Background: an optimization exercise with open tools, aiming at small area and a short achievable clock period. Do not read the settings as production practice. In this exercise RTL edits were held to simulation tests only and were not proved equivalent to the original.

**flow/design.v**
```verilog
module RS_ArithmeticLogical #(
    parameter RS_AL_ENTRY_SIZE = 145
    ) (
    input  wire         clk,
    input  wire         reset,
    input  wire         stall,
    input  wire         flush,           
    input  wire         RS_AL_V1,
    input  wire [RS_AL_ENTRY_SIZE-1:0] RS_AL_1,
    input  wire         RS_AL_V2,
    input  wire [RS_AL_ENTRY_SIZE-1:0] RS_AL_2,
    input  wire         ALU1_D_W,
    input  wire [15:0]  ALU1_D,
    input  wire [6:0]   ALU1_D_RR,
    input  wire         ALU2_D_W,
    input  wire [15:0]  ALU2_D,
    input  wire [6:0]   ALU2_D_RR,
    input  wire         LS_D_W,
    input  wire [15:0]  LS_D,
    input  wire [6:0]   LS_D_RR,
    output wire         rs_stall,  
    output reg         ALU1_V,
    output reg [3:0]   ALU1_opcode,
    output reg [15:0]  ALU1_opr1,
    output reg [15:0]  ALU1_opr2,
    output reg [15:0]  ALU1_imm,
    output reg         ALU1_carry,
    output reg         ALU1_zero,
    output reg         ALU1_neg_opr2,
    output reg [1:0]   ALU1_CZ_cond,
    output reg [6:0]   ALU1_dest,
    output reg [2:0]   ALU1_arch_dest,
    output reg [15:0]  ALU1_prev_dest,
    output reg [15:0]  ALU1_PC,
    output reg [7:0]   ALU1_C_dest,
    output reg [7:0]   ALU1_Z_dest,
    output reg         ALU1_branch_pred,
    output reg [6:0]   ALU1_ROB_index,
    output reg         ALU2_V,
    output reg [3:0]   ALU2_opcode,
    output reg [15:0]  ALU2_opr1,
    output reg [15:0]  ALU2_opr2,
    output reg [15:0]  ALU2_imm,
    output reg         ALU2_carry,
    output reg         ALU2_zero,
    output reg         ALU2_neg_opr2,
    output reg [1:0]   ALU2_CZ_cond,
    output reg [6:0]   ALU2_dest,
    output reg [2:0]   ALU2_arch_dest,
    output reg [15:0]  ALU2_prev_dest,
    output reg [15:0]  ALU2_PC,
    output reg [7:0]   ALU2_C_dest,
    output reg [7:0]   ALU2_Z_dest,
    output reg         ALU2_branch_pred,
    output reg [6:0]   ALU2_ROB_index,
    output reg [4:0]   empty_pos1,
    output reg [4:0]   empty_pos2
);
reg         valid       [15:0];
reg [3:0]   opcode      [15:0];
reg         cw          [15:0];
reg         zw          [15:0];
reg [15:0]  opr1        [15:0];
reg         opr1_valid  [15:0];
reg [15:0]  opr2        [15:0];
reg         opr2_valid  [15:0];
reg [15:0]  imm         [15:0];
reg         neg2        [15:0];
reg         carry_cond  [15:0];
reg         zero_cond   [15:0];
reg [7:0]   carry_flag  [15:0];
reg         carry_valid [15:0];
reg [7:0]   zero_flag   [15:0];
reg         zero_valid  [15:0];
reg [6:0]   rrf_dest    [15:0];
reg [15:0]  prev_dest   [15:0];
reg         prev_dest_valid [15:0];
reg [7:0]   r_cz_carry_dest [15:0];
reg [7:0]   r_cz_zero_dest  [15:0];
reg         branch_pred [15:0];
reg [15:0]  pc          [15:0];
reg [6:0]   rob_index   [15:0];
reg [2:0]   arf_dest    [15:0];
integer i;
integer issued;
integer free_count;
always @(*) begin
    free_count = 0;
    for (i = 0; i < 16; i = i + 1) begin
        if (!valid[i]) free_count = free_count + 1;
    end
end
assign rs_stall = (free_count < 2);
integer idx1, idx2;
integer readyx1, readyx2;
task automatic find_two_free_entries(output integer out1, output integer out2);
    integer j;
    begin
        out1 = -1;
        out2 = -1;
        for (j = 0; j < 16; j = j + 1) begin
            if (!valid[j]) begin
                if (out1 == -1) out1 = j;
                else if (out2 == -1) out2 = j;
            end
        end
    end
endtask
task automatic find_two_ready_entries(output integer out1, output integer out2);
    integer j;
    begin
        out1 = -1;
        out2 = -1;
        for (j = 0; j < 16; j = j + 1) begin
            if (valid[j] && opr1_valid[j] && opr2_valid[j]) begin
                if (out1 == -1) out1 = j;
                else if (out2 == -1) out2 = j;
            end
        end
    end
endtask
always @(posedge clk or posedge reset) begin
    if (reset) begin
        for (i = 0; i < 16; i = i + 1) begin
            valid[i] <= 0;
            opcode[i] <= 0;
            cw[i] <= 0;
            zw[i] <= 0;
            opr1[i] <= 0;
            opr1_valid[i] <= 0;
            opr2[i] <= 0;
            opr2_valid[i] <= 0;
            imm[i] <= 0;
            neg2[i] <= 0;
            carry_cond[i] <= 0;
            zero_cond[i] <= 0;
            carry_flag[i] <= 0;
            carry_valid[i] <= 0;
            zero_flag[i] <= 0;
            zero_valid[i] <= 0;
            rrf_dest[i] <= 0;
            prev_dest[i] <= 0;
            prev_dest_valid[i] <= 0;
            r_cz_carry_dest[i] <= 0;
            r_cz_zero_dest[i] <= 0;
            branch_pred[i] <= 0;
            pc[i] <= 0;
            rob_index[i] <= 0;
            arf_dest[i] <= 0;
        end
        ALU1_V <= 0;
        ALU2_V <= 0;
        issued = 0;
    end else begin
        ALU1_V <= 0;
        ALU2_V <= 0;
        for (i = 0; i < 16; i = i + 1) begin
            if (valid[i]) begin
                if (!opr1_valid[i]) begin
                    if (ALU1_D_W && ALU1_D_RR == opr1[i][6:0]) begin
                        opr1[i] <= ALU1_D;
                        opr1_valid[i] <= 1;
                    end else if (ALU2_D_W && ALU2_D_RR == opr1[i][6:0]) begin
                        opr1[i] <= ALU2_D;
                        opr1_valid[i] <= 1;
                    end else if (LS_D_W && LS_D_RR == opr1[i][6:0]) begin
                        opr1[i] <= LS_D;
                        opr1_valid[i] <= 1;
                    end
                end
                if (!opr2_valid[i]) begin
                    if (ALU1_D_W && ALU1_D_RR == opr2[i][6:0]) begin
                        opr2[i] <= ALU1_D;
                        opr2_valid[i] <= 1;
                    end else if (ALU2_D_W && ALU2_D_RR == opr2[i][6:0]) begin
                        opr2[i] <= ALU2_D;
                        opr2_valid[i] <= 1;
                    end else if (LS_D_W && LS_D_RR == opr2[i][6:0]) begin
                        opr2[i] <= LS_D;
                        opr2_valid[i] <= 1;
                    end
                end
            end
        end
        issued = 0;
        readyx1 = -1;
        readyx2 = -1;
        find_two_ready_entries(readyx1, readyx2);
        if (!ALU1_V && readyx1 != -1) begin
            ALU1_V <= 1;
            ALU1_opcode <= opcode[readyx1];
            ALU1_opr1 <= opr1[readyx1];
            ALU1_opr2 <= opr2[readyx1];
            ALU1_imm <= imm[readyx1];
            ALU1_carry <= carry_valid[readyx1];
            ALU1_zero <= zero_valid[readyx1];
            ALU1_neg_opr2 <= neg2[readyx1];
            ALU1_CZ_cond <= {carry_cond[readyx1], zero_cond[readyx1]};
            ALU1_dest <= rrf_dest[readyx1];
            ALU1_arch_dest <= arf_dest[readyx1];
            ALU1_prev_dest <= prev_dest[readyx1];
            ALU1_PC <= pc[readyx1];
            ALU1_C_dest <= r_cz_carry_dest[readyx1];
            ALU1_Z_dest <= r_cz_zero_dest[readyx1];
            ALU1_branch_pred <= branch_pred[readyx1];
            ALU1_ROB_index <= rob_index[readyx1];
            valid[readyx1] <= 0;
            issued = issued + 1;
        end
        if (!ALU2_V && readyx2 != -1) begin
            ALU2_V <= 1;
            ALU2_opcode <= opcode[readyx2];
            ALU2_opr1 <= opr1[readyx2];
            ALU2_opr2 <= opr2[readyx2];
            ALU2_imm <= imm[readyx2];
            ALU2_carry <= carry_valid[readyx2];
            ALU2_zero <= zero_valid[readyx2];
            ALU2_neg_opr2 <= neg2[readyx2];
            ALU2_CZ_cond <= {carry_cond[readyx2], zero_cond[readyx2]};
            ALU2_dest <= rrf_dest[readyx2];
            ALU2_arch_dest <= arf_dest[readyx2];
            ALU2_prev_dest <= prev_dest[readyx2];
            ALU2_PC <= pc[readyx2];
            ALU2_C_dest <= r_cz_carry_dest[readyx2];
            ALU2_Z_dest <= r_cz_zero_dest[readyx2];
            ALU2_branch_pred <= branch_pred[readyx2];
            ALU2_ROB_index <= rob_index[readyx2];
            valid[readyx2] <= 0;
            issued = issued + 1;
        end
        if (!stall && free_count >= 2) begin
            idx1 = -1;
            idx2 = -1;
            find_two_free_entries(idx1, idx2);
            empty_pos1 <= (idx1 == -1) ? 5'b11111 : idx1[4:0];
            empty_pos2 <= (idx2 == -1) ? 5'b11111 : idx2[4:0];
            if (RS_AL_V1) begin
                if (idx1 != -1) begin
                    valid[idx1]          <= RS_AL_1[144];
                    opcode[idx1]         <= RS_AL_1[143:140];
                    cw[idx1]             <= RS_AL_1[139];
                    zw[idx1]             <= RS_AL_1[138];
                    opr1[idx1]           <= RS_AL_1[137:122];
                    opr1_valid[idx1]     <= RS_AL_1[121];
                    opr2[idx1]           <= RS_AL_1[120:105];
                    opr2_valid[idx1]     <= RS_AL_1[104];
                    imm[idx1]            <= RS_AL_1[103:88];
                    neg2[idx1]           <= RS_AL_1[87];
                    carry_cond[idx1]     <= RS_AL_1[86];
                    zero_cond[idx1]      <= RS_AL_1[85];
                    carry_flag[idx1]     <= RS_AL_1[84:77];
                    carry_valid[idx1]    <= RS_AL_1[76];
                    zero_flag[idx1]      <= RS_AL_1[75:68];
                    zero_valid[idx1]     <= RS_AL_1[67];
                    rrf_dest[idx1]       <= RS_AL_1[66:60];
                    prev_dest[idx1]      <= RS_AL_1[59:44];
                    prev_dest_valid[idx1]<= RS_AL_1[43];
                    r_cz_carry_dest[idx1]<= RS_AL_1[42:35];
                    r_cz_zero_dest[idx1] <= RS_AL_1[34:27];
                    branch_pred[idx1]    <= RS_AL_1[26];
                    pc[idx1]             <= RS_AL_1[25:10];
                    rob_index[idx1]      <= RS_AL_1[9:3];
                    arf_dest[idx1]       <= RS_AL_1[2:0];
                end
            end
            if (RS_AL_V2) begin
                if (idx2 != -1) begin
                    valid[idx2]          <= RS_AL_2[144];
                    opcode[idx2]         <= RS_AL_2[143:140];
                    cw[idx2]             <= RS_AL_2[139];
                    zw[idx2]             <= RS_AL_2[138];
                    opr1[idx2]           <= RS_AL_2[137:122];
                    opr1_valid[idx2]     <= RS_AL_2[121];
                    opr2[idx2]           <= RS_AL_2[120:105];
                    opr2_valid[idx2]     <= RS_AL_2[104];
                    imm[idx2]            <= RS_AL_2[103:88];
                    neg2[idx2]           <= RS_AL_2[87];
                    carry_cond[idx2]     <= RS_AL_2[86];
                    zero_cond[idx2]      <= RS_AL_2[85];
                    carry_flag[idx2]     <= RS_AL_2[84:77];
                    carry_valid[idx2]    <= RS_AL_2[76];
                    zero_flag[idx2]      <= RS_AL_2[75:68];
                    zero_valid[idx2]     <= RS_AL_2[67];
                    rrf_dest[idx2]       <= RS_AL_2[66:60];
                    prev_dest[idx2]      <= RS_AL_2[59:44];
                    prev_dest_valid[idx2]<= RS_AL_2[43];
                    r_cz_carry_dest[idx2]<= RS_AL_2[42:35];
                    r_cz_zero_dest[idx2] <= RS_AL_2[34:27];
                    branch_pred[idx2]    <= RS_AL_2[26];
                    pc[idx2]             <= RS_AL_2[25:10];
                    rob_index[idx2]      <= RS_AL_2[9:3];
                    arf_dest[idx2]       <= RS_AL_2[2:0];
                end
            end
        end
    end
end
endmodule
```
**flow/run.sh**
```bash
#!/bin/bash
# synth_recipe.tcl (not shown) runs the flow's synth.tcl, then flattens the netlist and writes it again
# the make line also repeats each setting of config.mk as NAME=value (left out here)
make -C /OpenROAD-flow-scripts/flow DESIGN_CONFIG=/design/flow/config.mk WORK_HOME=/design/flow/orfs CLKGATE_MAP_FILE= SYNTH_SCRIPT=/design/flow/synth_recipe.tcl finish
```
**flow/config.mk**
```make
export PLATFORM = sky130hd
export DESIGN_NAME = RS_ArithmeticLogical
export DESIGN_NICKNAME = RS_ArithmeticLogical
export VERILOG_FILES = /design/flow/design.v
export SDC_FILE = /design/flow/constraint.sdc
export NUM_CORES = 4
export LEC_CHECK = 0
export CAP_MARGIN = 20
export CORE_MARGIN = 2
export CORE_UTILIZATION = 30
export PLACE_DENSITY = 0.4
export SETUP_SLACK_MARGIN = 0.5
export SLEW_MARGIN = 20
```
**flow/constraint.sdc**
```tcl
create_clock -name core_clock -period 28.0 [get_ports {clk}]
set_input_delay 5.6000 -clock core_clock [delete_from_list [all_inputs] [get_ports {clk}]]
set_output_delay 5.6000 -clock core_clock [all_outputs]
set_load 0.01 [all_outputs]
```
==> notes.md <==
The non-filler instance count after layout came out at 23050. The worst setup path is launched from a flip-flop. On the final layout, the worst clock skew is 0.05416 ns. Across every metal layer, demand over resource in global routing totals 38.97%. The first-pass GRT wire length came out at 1397000 um. The clock passes through at most 4 buffers.

Averaged over all synthesized cells, the footprint is 8.726 um2. The number of clock buffers inserted by TritonCTS came out at 311. The max-capacitance violation count came out at 0. The minimum period implied by the final worst setup slack came out at 18.67 ns. The total length of routed wires is 1038000 um. The critical path arrival came out at 13.07 ns. The area added between synthesis and finish came out at 13.12%. After detailed routing, the number of remaining DRC violations is 0.

In this run the core area contains 260 standard-cell rows. Counting flops with an async set or reset pin after synthesis yields a share of 88.74%. The slowest stage of the critical path belongs to the cell fa_1. The footprint of the flip-flops and latches is 58190 um2. The worst-case headroom to the max-slew limit came out at 9.969%. TritonCTS built the clock tree.

The sink count of the clock tree came out at 2274. The total negative slack for setup checks came out at 0 ns. The fill cell total of the finished layout is 51810.

Data on the critical path is required at its endpoint by 22.40 ns. The maximum single-stage delay on the critical path is 0.76 ns.

The total vias in the final route is 165400. The worst-case setup margin in the final layout is 9.328 ns. The detailed-route wire length per cell came out at 45.03 um.

The area of the multi-input gates is 82700 um2. The worst min-delay path category is flip-flop to flip-flop. The post-synthesis sequential area ratio is 38.70%.

The proportion of layout cells with a drive suffix above 1 is 8.506%. The buffer type at the clock tree root is clkbuf_16. The critical setup path kind is flip-flop to output port.

The run finished with no timing, DRC or antenna violations. The total overflow left after global routing is 0. The count of flip-flops with a built-in enable after synthesis came out at 256. The synthesized instance count came out at 17230.

The worst setup slack before clock tree synthesis is 10.25 ns. The count of different cell masters after synthesis came out at 98. The number of max-slew violations in the final report came to 0. The number of post-CTS setup repair buffers is 0. Dividing the final minimum period by the clock period gives 66.69%. Synthesis produced a netlist with a net count of 17620. The sort of element at the end of the critical path is an output port. The depth of the CTS H-tree is 5. The die covers 506900 um2.

The largest net degree at the start of global routing is 193. The post-detailed-route count of antenna-violating nets is 0. The via count of the first global-routing pass was 155500. The maximum fanout along the worst path came out at 16. In this run, post-CTS hold repair placed 0 buffers. The count of input and output buffers came out at 587.

The total of flip-flops plus latches after synthesis came out at 2274. At the end of routability-driven placement, the weighted congestion stood at 0.9468. Among the stages of the critical path, the cell type that occurs most often is ha_1. For this configuration, the core starts out at a cell density of 30.05%. Setup repair after global routing left no endpoint under its margin. The number of resized instances in the post-cts repair step is 0.

The worst-skew pair later-pin latency came out at 1.04 ns. Setup violations remaining at the end of the flow were counted as 0. After synthesis the cells add up to 150400 um2. The first-iteration detailed-routing DRC count came out at 26280. For this run, the post-layout net count is 16420. The tightest hold margin came out at 0.5172 ns. The die boundary width came out at 712.0 um. The floorplan step set the die height to 712.0 um.

The maximum frequency from static timing analysis came out at 0.05356 GHz. The end-of-flow core utilization came out at 33.99%. The pin slew with the least headroom to its limit came out at 1.350 ns.

The number of detailed-routing iterations run before antenna repair came out at 10. Pin placement for this block handled 627 I/O pins. The number of hold-slack violations in the final timing report is 0. Counting tap cells, the placed design contains a total of 22390 instances.

The via density per instance is 7.175. The synthesis warning total came out at 26. The HPWL after detailed placement is 579500 um. Among all flip-flop cells after synthesis, the most frequent one is dfrtp_1.

The clock transition at the registers of the reported paths is 0.06 ns. The number of antenna violations at the first check in global routing is 136. The floorplan step defined a core boundary enclosing 500300 um2.
==> metal layers <==
layer | GRT usage, % | part of all wire (%) | vias to the layer above
li1 | - | - | 64230
met1 | 50.30 | 39 | 85080
met2 | 57.01 | 42 | 12740
met3 | 11.77 | 11 | 3276
met4 | 23.73 | 6.9 | 70
met5 | 0.02828 | 0.045 | -
==> cells in the mapped netlist, types with 30 or more instances <==
library cell | instances | area share, %
mux2i_1 | 647 | 4.3
a221o_1 | 137 | 0.91
a2bb2oi_1 | 1265 | 7.4
nand3_1 | 214 | 0.71
buf_4 | 81 | 0.40
o211ai_1 | 226 | 1.1
edfxtp_1 | 256 | 5.1
nor3_1 | 34 | 0.11
buf_1 | 393 | 0.98
o21ai_0 | 460 | 1.5
nor2b_1 | 30 | 0.12
buf_2 | 315 | 1.0
dfrtp_1 | 2018 | 34
a221oi_1 | 432 | 2.5
o22ai_1 | 1925 | 8.0
a211oi_1 | 179 | 0.89
inv_1 | 44 | 0.11
a21oi_1 | 1127 | 3.8
xor2_1 | 71 | 0.41
a31oi_1 | 163 | 0.68
o2bb2ai_1 | 92 | 0.54
xnor2_1 | 633 | 3.7
clkbuf_1 | 1853 | 4.6
nor2_1 | 1377 | 3.4
or3_1 | 31 | 0.13
nand2_1 | 1160 | 2.9
nand4_1 | 201 | 0.84
a222oi_1 | 241 | 1.6
a22oi_1 | 1228 | 6.1
==> critical path: cells and delay by family (launching register included) <==
family | cells | cell delay [ns]
XOR/XNOR | 1 | 0.41
adder cells (fa/ha/maj) | 12 | 3.81
AO/OA/AOI/OAI | 11 | 2.31
flip-flops | 1 | 0.59
multiplexers | 5 | 1.16
AND/OR/NAND/NOR | 13 | 2.50
buffers and inverters | 4 | 1.26
==> placed cells by master, fill, tap and decap left out, drive strengths merged, types with 256 or more instances in the layout <==
master,synthesis,final
xnor2,637,637
nor2,1377,1377
dfrtp,2018,2018
a21oi,1128,1128
o22ai,1925,1925
a22oi,1228,1228
buf,799,629
clkdlybuf4s50,0,512
nand2,1160,1160
a2bb2oi,1275,1275
mux2i,647,647
o21ai,477,477
clkbuf,1853,451
edfxtp,256,256
a221oi,432,432
==> per-stage QoR <==
step	area, um2
floorplan	150400
global placement	159400
detailed placement	159500
CTS	169700
global route	169900
finish	170100
==> registers in the layout, summed over array words and instances (netlist names), 48 cells and up <==
register         flops
imm                256
opr1               256
rob_index          112
r_cz_zero_dest     128
rrf_dest           112
arf_dest            48
pc                 256
prev_dest          256
opr2               256
opcode              64
r_cz_carry_dest    128
==> logic make-up after synthesis <==
logic type      Yosys count  synth area share (%)
simple gates           3170                 8.821
fa+ha+maj                27                0.2247
flops                  2274                 38.70
mux                     655                 4.374
compound gates         7685                 36.30
xor+xnor                719                 4.315
buf+inv                2702                 7.269
==> final timing paths <==
check,startpoint,endpoint,slack (ns),cells after the start
hold reg to reg,prev_dest[3][6],prev_dest[3][6],0.52,1
hold / removal,prev_dest[3][6],prev_dest[3][6],0.52,1
max in group asynchronous,reset,pc[10][5],17.37,7
setup / recovery,valid[2],rs_stall,9.33,46
min in group asynchronous,reset,opr1_valid[14],5.97,2
setup reg to reg,valid[2],pc[0][6],12.20,51
==> cell type report <==
cell class              count  share of cell area (%)
clock buffers             451                   5.260
multi-input cells       12260                   48.62
clock inverters           113                  0.7364
diodes                     89                  0.1309
repair buffers           1141                   6.020
well taps                6681                   4.915
inverters                  47                  0.1059
flip-flops and latches   2274                   34.21

separate check: timing with driven ports:
The results above use ideal ports. As a check the final layout listed here was re-extracted and re-timed, cells and wires unchanged. Step 1, drivers: a clkbuf_16 drives clk and a buf_2 each remaining input, both assumed. Step 2 times the ports against the registers' clock, not the clock port: input delays grow and output delays shrink by t, the midpoint of the rising clock arrivals with the driver on. Slacks: ideal ports / drivers / drivers and shift; pairs: ideal ports / drivers.
t (ns): 1.150
setup slack, ns: 9.328 / 9.185 / 10.334
worst register clock-pin slew, ns: 0.07 / 0.07
After both steps this run still meets setup and hold. For this run, drivers alone change the setup slack by -0.143 ns; drivers and shift together by +1.006 ns.
